This design comes from an exercise in tuning for small area, a short achievable clock period and few clock cycles on the open sky130 flow, not from production work. RTL that was checked went through simulation tests only; none was proved equivalent to the original. Function not checked in run 1: the RTL went through the layout flow alone. No activity file was given, so power comes from the tool's default toggle rates.

==> flow/design.v, too long to show whole: its modules and the start of the top module <==
// module LASER: 2701 lines
module LASER (
    input        CLK,
    input        RST,
    input  [3:0] X,
    input  [3:0] Y,
    output [3:0] C1X,
    output [3:0] C1Y,
    output [3:0] C2X,
    output [3:0] C2Y,
    output       DONE
);
  // ...
==> flow/run.sh <==
#!/bin/bash
# synth_recipe.tcl (not shown) runs the flow's synth.tcl, then flattens the netlist and writes it again
# the make line also repeats each setting of config.mk as NAME=value (left out here)
make -C /OpenROAD-flow-scripts/flow DESIGN_CONFIG=/design/flow/config.mk WORK_HOME=/design/flow/orfs CLKGATE_MAP_FILE= SYNTH_SCRIPT=/design/flow/synth_recipe.tcl finish
==> flow/config.mk <==
export PLATFORM = sky130hd
export DESIGN_NAME = LASER
export DESIGN_NICKNAME = LASER
export VERILOG_FILES = /design/flow/design.v
export SDC_FILE = /design/flow/constraint.sdc
export NUM_CORES = 4
export LEC_CHECK = 0
export CAP_MARGIN = 20
export CORE_MARGIN = 2
export CORE_UTILIZATION = 40
export SLEW_MARGIN = 20
==> flow/constraint.sdc <==
create_clock -name core_clock -period 8.0 [get_ports {CLK}]
set_input_delay 1.6000 -clock core_clock [delete_from_list [all_inputs] [get_ports {CLK}]]
set_output_delay 1.6000 -clock core_clock [all_outputs]
set_load 0.01 [all_outputs]
==> impl_metrics.ini, run 1 <==
[power_and_ir_drop]
irDropWorstVdd_mv = 0.273
p_sw_mw = 8.47
p_per_area_mw_per_mm2 = 234
p_seq_mw = 5.75
pwr-share-seq_pct = 29.8
p_int_mw = 10.9
combPwrFrac_pct = 42.4

[layout]
nFillCells = 19165
bufAreaShareNonClock_pct = 1.53
seq_share_pct = 21.2
seq_area_sq_mm = 0.0175
clockNetworkAreaShare_pct = 4.72

[cts]
cts_setup_buffers = 0
cts_max_level = 3
clk_latency_ns = 0.81
cts_tree = built
cts_buffers = 105

[global_route]
grt_pass1_wl_um = 520000
first_global_vias = 70769
grtUsageMet3_pct = 9.32
gr-total-overflow = 0

[drt]
drtIter0Drc = 12550
drtAntennaViolNets = 0

[run_status]
status = complete, no violations

[worst_setup_path]
slowest_delay_ns = 0.76
required_ns = 8.67
regToRegEndpoint = cy[1]

[floorplanning]
taps = 2511
die_area_sq_mm = 0.196
core_sq_mm = 0.191

[synthesis]
synth_xor_area_share_pct = 2.53
synthesis.area_sq_mm = 0.0769
synth-seq-cells = 867
syn_inst = 9770
synth_common_cells = 916 x nand2_1, 904 x inv_1, 841 x dfxtp_1, 747 x o21ai_0, 687 x nor2_1
synth_area_leaders = dfxtp_1 22%, fa_1 15%, ha_1 5.1%
synthFlopType = dfxtp_1
yosysSeqAreaShare_pct = 22.8

[hold_path]
whs_path_depth = 0

[timing]
fmaxAchievable_ghz = 0.183
rsz0062_at_grt = false
==> inputs of run 2 (changes only) <==
--- a/flow/design.v
+++ b/flow/design.v
@@ -2506,18 +2506,21 @@
     cnt_r[9] <= col9;
     cnt_r[10] <= col10;
     cnt_r[11] <= col11;
     cnt_r[12] <= col12;
     cnt_r[13] <= col13;
     cnt_r[14] <= col14;
     cnt_r[15] <= col15;
 end
-wire [4:0] rowA = ph - 5'd3;    
-wire [4:0] rowB = ph - 5'd4;         
+reg  [4:0] rowA;       
+reg  [4:0] rowB;       
+reg        mact;       
+reg        mfst;       
+reg        lmrg;       
 wire oddA = rowA[0];
 wire oddB = rowB[0];
 reg  [5:0] l1c [0:7];  reg [0:0] l1x [0:7];
 reg  [5:0] l2c [0:3];  reg [1:0] l2x [0:3];
 reg  [5:0] q2c [0:3];  reg [1:0] q2x [0:3];
 reg  [5:0] l3c [0:1];  reg [2:0] l3x [0:1];
 reg  [5:0] rc;         reg [3:0] rx;
 reg        t1, t2, t3, t4;
@@ -2544,30 +2547,46 @@
         t3 = oddB ? (q2c[2*i+1] > q2c[2*i]) : (q2c[2*i+1] >= q2c[2*i]);
         l3c[i] = t3 ? q2c[2*i+1] : q2c[2*i];
         l3x[i] = t3 ? {1'b1, q2x[2*i+1]} : {1'b0, q2x[2*i]};
     end
     t4 = oddB ? (l3c[1] > l3c[0]) : (l3c[1] >= l3c[0]);
     rc = t4 ? l3c[1] : l3c[0];
     rx = t4 ? {1'b1, l3x[1]} : {1'b0, l3x[0]};
 end
-wire mwin = state == S_RUN && ph >= 5'd4 && ph <= 5'd19 &&
-            (ph == 5'd4 || rc >= best);
+wire mwin = mact && (mfst || rc >= best);
+wire       run_nx = (state == S_IN && in_last) || (state == S_RUN && !(pass_end && conv));
+wire [4:0] ph_nx  = (state == S_RUN && !pass_end) ? ph + 5'd1 : 5'd0;
+always @(posedge CLK or posedge RST) begin
+    if (RST) begin
+        rowA <= 5'd0;
+        rowB <= 5'd0;
+        mact <= 1'b0;
+        mfst <= 1'b0;
+        lmrg <= 1'b0;
+    end else begin
+        rowA <= ph_nx - 5'd3;
+        rowB <= ph_nx - 5'd4;
+        mact <= run_nx && ph_nx >= 5'd4 && ph_nx <= 5'd19;
+        mfst <= run_nx && ph_nx == 5'd4;
+        lmrg <= run_nx && ph_nx == 5'd19;
+    end
+end
 wire [3:0] my_d = mwin ? rowB[3:0] : my;
 always @(posedge CLK or posedge RST) begin
     if (RST) begin
         state  <= S_IN;
         in_cnt <= 6'd0;
         ph     <= 5'd0;
         done_r <= 1'b0;
         pe_r   <= 1'b0;
         vu_r   <= 1'b0;
     end else begin
         done_r <= 1'b0;
-        pe_r   <= (state == S_RUN) && (ph == 5'd19);
+        pe_r   <= lmrg;
         vu_r   <= pass_end && !conv;
         case (state)
             S_IN: begin
                 in_cnt <= in_cnt + 6'd1;
                 ph     <= 5'd0;
                 if (in_last) state <= S_RUN;
             end
             S_RUN: begin
@@ -2690,12 +2709,11 @@
         bx <= mx; by <= my;
         k2 <= 1'b1;
     end
     if (mwin) begin
         best <= rc;
         mx   <= rx;
         my   <= rowB[3:0];
     end
-    cy <= (state == S_RUN && ph == 5'd19) ? my_d :
-          (state == S_RUN && !pass_end) ? ph[3:0] + 4'd1 : 4'd0;
+    cy <= lmrg ? my_d : ph_nx[3:0];
 end
 endmodule
==> flow/config.mk (replaced) <==
export PLATFORM = sky130hd
export DESIGN_NAME = LASER
export DESIGN_NICKNAME = LASER
export VERILOG_FILES = /design/flow/design.v
export SDC_FILE = /design/flow/constraint.sdc
export NUM_CORES = 4
export LEC_CHECK = 0
export CAP_MARGIN = 20
export CORE_MARGIN = 2
export CORE_UTILIZATION = 40
export SETUP_SLACK_MARGIN = 3.5
export SLEW_MARGIN = 20
==> run 2 against run 1 <==
Net effect: still clean on timing, DRC and antenna; clock skew is 0.031 ns lower; critical path depth is 7 higher; global-route usage is 0.55 points lower; non-clock buffer count is 38 higher; count of clock-buffer cells in the layout is 1 lower; final area is 3.8% higher; routed wire length is 1.9% higher; cell count is 2.7% higher; combinational power is 13% lower; critical path type unchanged; largest cell class unchanged; highest routed layer unchanged.
==> impl_metrics.ini, run 2 <==
[worst_setup_path]
reg2regPathDepth = 26
crit_path_start_kind = flop
cp.arrival_ns = 5.24
r2r_start = q2c[3][0]
required_ns = 8.68
r2r_setup_slack_ns = 3.44
slowest_stage = dfxtp_2
cp_num_buf_inv = 5
crit_path_frequent_cell = a21o_1
regToRegEndpoint = cy[1]
endpoint_kind = flop
path_delay_family = compound AO/OA/AOI/OAI gates
slowest_delay_ns = 0.33
cp_max_fo = 6
crit_type = reg -> reg

[drt]
drcViolationCount = 0
routed_wl_um = 377000
wl_per_cell_um = 30.7
drt-pass1-iter-count = 12
viasPerCell = 6.48
drtAntennaViolNets = 0
vias = 79654
drtIter0Drc = 14131

[place]
hpwl_um = 279000
port_buffers = 26
gp_congestion = 1.05
placed_cells = 12041

[layout]
drive_above_1_share_pct = 5.79
layout_common_cells = 928 x inv_1, 831 x dfxtp_1, 778 x nand2_1, 660 x o21ai_0, 612 x nor2_1
final_cells = 12295
top_regs = px x160, py x160, cnt_r x96
final_common_cell = inv_1
fin_nets = 10422
areaGrowthSynthToFinish_pct = 8.06

[timing]
worst_pin_slew_ns = 1.16
fin_worst_skew_ns = 0.0585
rsz0062_at_grt = true
drv_slew = 0
fmaxAchievable_ghz = 0.219
max_slew_margin_pct = 22.6
layout_min_cycle_time_ns = 4.56
hold_viol_final = 0
finalSetupTns_ns = 0
setup_viol = 0
period_share_pct = 57.0

[floorplanning]
die_w_um = 450
core_sq_mm = 0.197
die_area_sq_mm = 0.202
fp.dieH_um = 450
ioPinCount = 27
start_util_pct = 40.3
std_cell_rows = 163

[synthesis]
synth-seq-cells = 875
synth_area_leaders = dfxtp_1 21%, fa_1 14%, ha_1 4.9%
synth_fp_nets = 10866
syn_avg_cell_area_sq_um = 7.96
synth_common_cells = 932 x inv_1, 841 x dfxtp_1, 778 x nand2_1, 666 x o21ai_0, 622 x clkbuf_1
synth_cell_types = 100
synth_top_area_share_pct = 21.2
yosysSeqAreaShare_pct = 22.3
async_flop_share_pct = 2.74
synth_top_area_cell = dfxtp_1
syn_inst = 9985
yosysMostFrequentCell = inv_1
synthFlopType = dfxtp_1
synthesis.area_sq_mm = 0.0795
ys_warn_count = 15
synth-edff-count = 10

[cts]
cts_tree = built
root_buffer = clkbuf_16
clk_pin_slew_ns = 0.06
clk_latency_ns = 0.83
hold_buffers = 0
cts.sinks = 875
cts_buffers = 110
cts_buffer_depth = 3
cts_max_level = 3

[hold_path]
whs_path_depth = 0
min-delay-start = py[7][2]
min_to = py[8][2]
hp-class = reg -> reg

[global_route]
grt_pass1_wl_um = 534000
grt_max_degree = 53
gr-total-overflow = 0
first_global_vias = 73346
track_usage_pct = 35.9
antenna_found_initial = 36

[run]
maxCapViolCount = 0

[power_and_ir_drop]
leakage_nw = 34.3
p_per_area_mw_per_mm2 = 211
irDropWorstVdd_mv = 0.212

[run_status]
status = complete, no violations
[run 2: cell types whose count changed after synthesis, moves of 44 or more]
cell | previous run | this run
a21oi_1 | 657 | 598
nand2_1 | 916 | 778
mux2i_1 | 103 | 182
clkbuf_1 | 539 | 622
nand2b_1 | 220 | 285
o22ai_1 | 263 | 204
nor2_1 | 687 | 615
a211oi_1 | 58 | 105
nand3b_1 | 25 | 69
o21ai_0 | 747 | 666
[run 2: kinds of logic (layout without fill, tap and decap cells)]
group | count (synthesis) | count (layout) | synth area share, %
adder cells (fa/ha/maj) | 926 | 926 | 19.7
other | 0 | 21 | 0
AO/OA/AOI/OAI | 2977 | 2977 | 25.0
flip-flops | 875 | 875 | 22.3
XOR/XNOR | 221 | 221 | 2.44
buffers and inverters | 1697 | 1346 | 8.15
AND/OR/NAND/NOR | 3095 | 3095 | 19.9
multiplexers | 194 | 194 | 2.46
[run 2: what timing repair did]
action,4_1_cts,5_1_grt
setup buffers,22,6
endpoints found under the setup margin,21,26
pin swaps,18,12
resized for setup,39,20
[run 2: cell type report]
type / count / area, sq um
fillers: 19690 / 112000
multi-input cells: 7413 / 55800
flip-flops and latches: 875 / 17800
inverters: 952 / 3580
well taps: 2640 / 3300
clock buffers: 139 / 3010
repair buffers: 189 / 1540
clock inverters: 66 / 851
diodes: 21 / 52.6
[run 2: worst max path at each step]
stage,startpoint,endpoint,slack (ns),cells after the start
floorplan,q2c[1][0],cy[0],3.36,26
finish,q2c[3][0],cy[1],3.44,26
CTS,q2c[1][0],cy[2],3.38,26
global route,q2c[3][0],cy[1],3.29,26
detailed placement,q2c[1][0],cy[2],2.51,25
global placement,q2c[1][0],cy[2],2.45,25
[run 2: power breakdown]
| group | internal, mW | switching [mW] | total, mW | leakage (nW) |
|---|---|---|---|---|
| registers | 4.90 | 0.738 | 5.64 | 7.36 |
| logic | 2.73 | 4.38 | 7.11 | 25.1 |
| clock network | 3.09 | 2.28 | 5.37 | 1.86 |
| total | 10.7 | 7.40 | 18.1 | 34.3 |
[run 2: worst reg2reg max path: stages, from the launching register on]
cell and delay [ns]:
dfxtp_2 0.33, inv_2 0.04, ha_4 0.20, nand2b_4 0.13, a21o_1 0.15, a21oi_1 0.15, o21ai_1 0.09, o21ai_2 0.12
buf_6 0.18, mux2i_2 0.24, inv_1 0.10, ha_4 0.25, a21o_1 0.17, a21oi_2 0.16, o21ai_2 0.08, o21ai_2 0.08
inv_2 0.08, mux2_4 0.31, ha_4 0.21, nand2b_4 0.13, a21o_1 0.15, a21o_1 0.16, a21oi_2 0.16, o21ai_4 0.07
buf_12 0.14, mux2_4 0.30, mux2_4 0.25
[run 2: layer usage]
layer	track usage, %	vias up	share of wire (%)
met5	0	-	0.043
met4	24.2	22	8.0
met3	9.23	1205	12
met2	50.6	5438	40
met1	47.8	38444	40
li1	-	34545	-
[run 2: metrics by stage]
stage	power, mW	instance area (sq um)	setup WS (ns)	hold WS, ns	util [%]
3_5_place_dp	12.0	81500	2.51	0.347	41.3
5_1_grt	18.8	85800	3.29	0.340	43.5
4_1_cts	17.7	85700	3.38	0.335	43.4
6_report	18.1	85900	3.44	0.332	43.5
3_3_place_gp	11.9	81400	2.45	0.346	41.2
2_1_floorplan	9.49	79500	3.36	0.326	-
Testbench counts of run 2, summed over its fixed seeds: cycles 17,669.
==> inputs of run 3 (changes only) <==
--- a/flow/config.mk
+++ b/flow/config.mk
@@ -8,5 +8,4 @@
 export CAP_MARGIN = 20
 export CORE_MARGIN = 2
 export CORE_UTILIZATION = 40
-export SETUP_SLACK_MARGIN = 3.5
 export SLEW_MARGIN = 20
==> run 3 against run 2 <==
Net effect: final area decreased by 0.62%; setup slack got worse by 0.74 ns; synthesized cell count unchanged; global-route usage increased by 0.16 points; routed wire length increased by 0.12%; total power decreased by 3.9%; largest power group unchanged; critical path type unchanged; largest cell class unchanged.
==> impl_metrics.ini, run 3 <==
[timing]
fmaxAchievable_ghz = 0.189
max_slew_margin_pct = 26.3
hold_ws_ns = 0.316
worst_pin_slew_ns = 1.10
layout_min_cycle_time_ns = 5.30
hold_viol_final = 0
fin_worst_skew_ns = 0.0614
rsz0062_at_grt = false
setup_viol = 0
drv_slew = 0
finalSetupTns_ns = 0
period_share_pct = 66.3

[layout]
fin_nets = 10394
final_common_cell = inv_1
layout_common_cells = 931 x inv_1, 839 x dfxtp_1, 778 x nand2_1, 666 x o21ai_0, 612 x nor2_1
areaGrowthSynthToFinish_pct = 7.39
drive_above_1_share_pct = 5.06
final_area_sq_mm = 0.0853
final_cells = 12261
final_core_util_pct = 43.2
top_regs = px x160, py x160, cnt_r x96

[cts]
cts_max_level = 3
cts.sinks = 875
cts_resized = 0
root_buffer = clkbuf_16
cts_buffers = 108
cts_buffer_depth = 3
cts_tree = built
hold_buffers = 0
clk_latency_ns = 0.81
clk_pin_slew_ns = 0.06
cts_setup_buffers = 0

[worst_setup_path]
crit_type = reg -> reg
reg2regPathDepth = 25
r2r_start = q2c[3][0]
required_ns = 8.68
cp_max_fo = 14
cp_num_buf_inv = 5
crit_path_start_kind = flop
worst-path-stages = 25
regToRegEndpoint = cy[0]
cp-endpoint = cy[0]
cp.arrival_ns = 5.98
slowest_stage = mux2_2
r2r_setup_slack_ns = 2.70
endpoint_kind = flop
crit_path_frequent_cell = o21ai_0
slowest_delay_ns = 0.37
path_delay_family = compound AO/OA/AOI/OAI gates
crit_path_start = q2c[3][0]

[drt]
wl_per_cell_um = 30.8
vias = 79379
drcViolationCount = 0
drtIter0Drc = 13061
viasPerCell = 6.47
routed_wl_um = 378000
drt-pass1-iter-count = 7
drtAntennaViolNets = 0

[floorplanning]
start_util_pct = 40.3
std_cell_rows = 163
fp.dieH_um = 450
die_w_um = 450
die_area_sq_mm = 0.202
ioPinCount = 27
core_sq_mm = 0.197

[power_and_ir_drop]
p_per_area_mw_per_mm2 = 204
sw_frac_of_total_pct = 41.3
irDropWorstVdd_mv = 0.205
leakage_nw = 34.1
p_clk_share_pct = 30.7
p_sw_mw = 7.19
combPwrFrac_pct = 37.1
pwr-share-seq_pct = 32.2
p_int_mw = 10.2

[place]
placed_area_sq_mm = 0.0814
placed_cells = 12041
port_buffers = 26
gp_congestion = 1.06
hpwl_um = 281000

[global_route]
grt_pass1_wl_um = 536000
first_global_vias = 73430
track_usage_pct = 36.0
antenna_found_initial = 29
grt_max_degree = 56
gr-total-overflow = 0

[synthesis]
synth_area_leaders = dfxtp_1 21%, fa_1 14%, ha_1 4.9%
synthFlopType = dfxtp_1
synth-edff-count = 10
synth-seq-cells = 875
synthesis.area_sq_mm = 0.0795
syn_avg_cell_area_sq_um = 7.96
synth_cell_types = 100
yosysSeqAreaShare_pct = 22.3
ys_warn_count = 15
synth_fp_nets = 10866
async_flop_share_pct = 2.74
synth_top_area_cell = dfxtp_1
syn_inst = 9985
synth_top_area_share_pct = 21.2
synth_common_cells = 932 x inv_1, 841 x dfxtp_1, 778 x nand2_1, 666 x o21ai_0, 622 x clkbuf_1
yosysMostFrequentCell = inv_1

[run_status]
status = complete, no violations

[run]
maxCapViolCount = 0

[hold_path]
hp-class = reg -> reg
run 3: cell count changes in the layout (fill, tap and decap cells not counted), sizes merged:
cell,delta
clkinvlp,-2
inv,-4
diode,-6
buf,-26
clkinv,+6
clkbuf,-2
run 3: metrics by stage:
step / total power [mW] / setup slack, ns
2_1_floorplan: 9.43 / 2.63
3_3_place_gp: 11.8 / 2.44
5_1_grt: 18.1 / 2.23
3_5_place_dp: 11.9 / 2.67
4_1_cts: 17.2 / 2.62
6_report: 17.4 / 2.70
run 3: routing by layer:
metal / vias to the layer above / wire [um] / GRT usage (%)
met1: 38348 / 151000 / 48.0
li1: 34488 / - / -
met5: - / 79 / 0
met3: 1142 / 43200 / 8.54
met4: 10 / 29400 / 23.9
met2: 5391 / 154000 / 51.6
run 3: power groups by stage:
| stage | sequential (mW) | combinational [mW] | clock (mW) |
|---|---|---|---|
| 4_1_cts | 5.58 | 6.27 | 5.40 |
| 5_1_grt | 5.66 | 6.85 | 5.57 |
| 3_3_place_gp | 5.67 | 6.17 | 0 |
| 2_1_floorplan | 5.16 | 4.26 | 0 |
| 6_report | 5.61 | 6.45 | 5.34 |
| 3_5_place_dp | 5.67 | 6.24 | 0 |
run 3: worst min path at each step:
stage | depth (start not counted) | from | to
final | 0 | py[6][3] | py[7][3]
after detailed placement | 0 | py[33][3] | py[34][3]
after global placement | 0 | py[22][0] | py[23][0]
after CTS | 0 | py[6][2] | py[7][2]
after floorplan | 0 | px[2][3] | px[3][3]
after global routing | 0 | py[6][2] | py[7][2]
run 3: cell type report:
cell class / instances / area [sq um]
timing repair buffer: 163 / 1360
antenna: 15 / 37.5
clock buffer: 137 / 2980
multi-input combinational: 7413 / 55500
fill: 19982 / 112000
sequential: 875 / 17700
tap: 2640 / 3300
inverter: 952 / 3570
clock inverter: 66 / 868
run 3: cell families after synthesis:
kind of cell	after synthesis	share of synthesized area, %
buffers and inverters	1697	8.15
AND/OR/NAND/NOR	3095	19.9
AO/OA/AOI/OAI	2977	25.0
adder cells (fa/ha/maj)	926	19.7
multiplexers	194	2.46
XOR/XNOR	221	2.44
flip-flops	875	22.3

## separate check: timing with driven ports
Ports are ideal in the flow. The routed layouts listed here were re-timed in OpenROAD.
Step 1 (the two cells are an assumption about what drives the block):
set clk [get_ports {CLK}]
set_driving_cell -lib_cell sky130_fd_sc_hd__clkbuf_16 $clk
set_driving_cell -lib_cell sky130_fd_sc_hd__buf_2 [delete_from_list [all_inputs] $clk]
Step 2 adds t to the input delays and takes it off the output delays; t is the mean of the earliest and latest rising clock arrival at the registers after step 1. Input paths then give back, and output paths get back, about the clock's delay inside the block.
Three values: no drivers, after step 1, after step 2; two values: the first two.
| run | shift t [ns] | slack for setup (ns) | slew at the worst register clock pin (ns) | worst slew at a driven data input, ns |
|---|---|---|---|---|
| run 1 | 0.849 | 2.525 / 2.525 / 2.525 | 0.07 / 0.07 | 0.14 |
| run 2 | 0.886 | 3.440 / 3.440 / 3.440 | 0.07 / 0.07 | 0.03 |
| run 3 | 0.879 | 2.697 / 2.697 / 2.697 | 0.07 / 0.07 | 0.04 |
After both steps setup and hold are still met in every run listed.
